Background: an optimization exercise with open tools, aiming at small area, a short achievable clock period and few clock cycles. Do not read the settings as production practice. At most, simulation tests tie the RTL to the original design; equivalence was not proved. Power figures rest on the tool's default switching activity, not on a simulated workload.

Design CPU_RV32I, start of the top module:
module CPU_RV32I (
    input  logic        clk,
    input  logic        reset,
    input  logic [31:0] instrCode,
    output logic [31:0] instrMemAddr,
    output logic        busWe,
    output logic [31:0] busAddr,
    output logic [31:0] busWData,
    input  logic [31:0] busRData,
    output logic        transfer,
    input  logic        ready
);
    logic [31:0] pc;
    logic [31:0] id_a, id_b, id_c;
    logic        id_cin, id_predTaken, id_wr, id_isL, id_isS, id_isB, id_isJALR, id_link, id_sra;
    logic [ 2:0] id_op;
    logic [31:0] id_nextPc;
    logic        ex_valid;
    logic [31:0] ex_a, ex_b, ex_c;
    logic        ex_cin, ex_predTaken, ex_wr, ex_isL, ex_isS, ex_isB, ex_isJALR, ex_link, ex_sra;
    logic [ 2:0] ex_op, ex_f3;
    logic [ 4:0] ex_rd;
    logic [31:0] ex_result, ex_sum, ex_target;
    logic        ex_redirect, stall, rf_we;
    ControlUnit U_ControlUnit (
        .instrCode  (instrCode),
        .pc         (pc),
        .ex_fwdEn   (ex_valid & ex_wr),
        .ex_rd      (ex_rd),
        .ex_result  (ex_result),
        .rf_we      (rf_we),
        .clk        (clk),
        .a          (id_a),
        .b          (id_b),
        .c          (id_c),
        .cin        (id_cin),
        .op         (id_op),
        .sra        (id_sra),
        .predTaken  (id_predTaken),
  ...
For scale: ~5,000 cells after synthesis, about 1,100 flip-flops, roughly 0.060 sq mm of cells after synthesis.
==> flow/config.mk <==
export PLATFORM = sky130hd
export DESIGN_NAME = CPU_RV32I
export DESIGN_NICKNAME = CPU_RV32I
export VERILOG_FILES = /design/flow/design.v
export SDC_FILE = /design/flow/constraint.sdc
export NUM_CORES = 4
export LEC_CHECK = 0
export ABC_CLOCK_PERIOD_IN_PS = 5000
export CAP_MARGIN = 20
export CORE_MARGIN = 2
export CORE_UTILIZATION = 45
export PLACE_DENSITY = 0.6
export SETUP_SLACK_MARGIN = 5
export SLEW_MARGIN = 20
==> flow/constraint.sdc <==
create_clock -name core_clock -period 10.0 [get_ports {clk}]
set_input_delay 2.0000 -clock core_clock [delete_from_list [all_inputs] [get_ports {clk}]]
set_output_delay 2.0000 -clock core_clock [all_outputs]
set_load 0.01 [all_outputs]
run.sh (not shown) runs the stock make flow with config.mk's settings and CLKGATE_MAP_FILE= SYNTH_SCRIPT=/design/flow/synth_recipe.tcl, a recipe that flattens the netlist after the stock synthesis.
The first run ran to the end with no violations.
Then changed:
ABC_CLOCK_PERIOD_IN_PS = unset   (was 5000)
SETUP_SLACK_MARGIN = unset   (was 5)
Outcome:
- The new run finished clean
- setup slack is worse by 1.7 ns
- clock-buffer cell count fell by 7
- global-route usage fell by 2.0 points
- design area fell by 7.4%
- wire length fell by 4.2%
- maximum frequency fell by 21%
- hold slack is worse by 0.019 ns
- combinational power fell by 21%
Function was not checked in any run of this note: the RTL went through the layout flow alone.

Another version of the RTL of CPU_RV32I (not shown whole).
Size: about 1,200 flip-flops, roughly 170 I/O pins, roughly 62,000 sq um of cells after synthesis.
export LEC_CHECK = 0
export CAP_MARGIN = 20
export CORE_MARGIN = 2
export CORE_UTILIZATION = 45
export CTS_CLUSTER_DIAMETER = 150
export CTS_CLUSTER_SIZE = 20
export PLACE_DENSITY = 0.7
export SLEW_MARGIN = 20
create_clock -name core_clock -period 10.0 [get_ports {clk}]
standard.sh (not shown) runs the stock make flow with config.mk's settings and CLKGATE_MAP_FILE= SYNTH_SCRIPT=/design/flow/synth_recipe.tcl, a recipe that flattens the netlist after the stock synthesis.
==> flow/flow/run.sh <==
#!/bin/bash
set -euo pipefail
bash standard.sh SETUP_SLACK_MARGIN=5.5 finish > flow_make.log 2>&1
The first run finished clean.
Testbench counts at the start, summed over its fixed seeds: cycles 27,384.
Edit:
==> flow/run.sh (new file) <==
#!/bin/bash
# synth_recipe.tcl (not shown) runs the flow's synth.tcl, then flattens the netlist and writes it again
# the make line also repeats each setting of config.mk as NAME=value (left out here)
make -C /OpenROAD-flow-scripts/flow DESIGN_CONFIG=/design/flow/config.mk WORK_HOME=/design/flow/orfs CLKGATE_MAP_FILE= SYNTH_SCRIPT=/design/flow/synth_recipe.tcl finish
PLACE_DENSITY = 0.6   (was 0.7)
SETUP_SLACK_MARGIN = 5   (was default)
removed: flow/flow/run.sh
removed: flow/standard.sh
What happened:
- via count goes down by 6.1%
- area after synthesis is unchanged
- final area goes down by 3.6%
- die area is unchanged
- critical path depth goes down by 2
- utilization goes down by 1.9 points
Edit:
==> flow/flow/run.sh (new file) <==
#!/bin/bash
set -euo pipefail
bash standard.sh SETUP_SLACK_MARGIN=5.5 "BUFFER_PORTS_ARGS=-buffer_cell sky130_fd_sc_hd__buf_2" finish > flow_make.log 2>&1
==> flow/standard.sh (new file) <==
#!/bin/bash
# synth_recipe.tcl (not shown) runs the flow's synth.tcl, then flattens the netlist and writes it again
# the make line also repeats each setting of config.mk as NAME=value (left out here)
make -C /OpenROAD-flow-scripts/flow DESIGN_CONFIG=/design/flow/config.mk WORK_HOME=/design/flow/orfs CLKGATE_MAP_FILE= SYNTH_SCRIPT=/design/flow/synth_recipe.tcl "${@:-finish}"
SETUP_SLACK_MARGIN = default   (was 5)
removed: flow/run.sh
Combinational power grows by 3.0%; power grows by 1.8%; count of clock-buffer cells in the layout grows by 3; utilization grows by 0.36 points.
Edit:
PLACE_DENSITY = 0.7   (was 0.6)
What happened: Worst setup slack hardly moves; total power fell by 0.65%; hold slack degrades by 0.013 ns.

afterwards: timing with drivers on the ports:
The flow's constraints put no driver on any port. The routed layouts listed below were extracted and timed again, unchanged, in two steps.
Step 1, drivers: a clkbuf_16 drives clk and a buf_2 each remaining input, both assumed.
Step 2 moves the port delays by t, midway between the first and last clock arrival at a register: inputs arrive t later, outputs are due t later. That takes back most of the time a late clock gives input paths.
Slacks: ideal ports / drivers / drivers and shift; pairs: ideal ports / drivers.
run | t, ns | setup WS [ns] | worst data-port slew with drivers (ns)
the first run of note 1 | 0.852 | 3.509 / 3.432 / 3.911 | 0.06
the second run of note 1 | 0.833 | 1.762 / 1.679 / 1.604 | 0.22
the first run of note 2 | 0.843 | 5.282 / 5.349 / 4.506 | 0.08
the second run of note 2 | 0.800 | 4.807 / 4.858 / 4.058 | 0.06
the third run of note 2 | 0.787 | 5.232 / 5.217 / 4.430 | 0.15
the fourth run of note 2 | 0.800 | 5.232 / 5.254 / 4.454 | 0.15
After both steps every run listed still meets setup and hold. For the third run of note 2, which loses most, drivers alone change the setup slack by -0.015 ns; drivers and shift together by -0.802 ns.
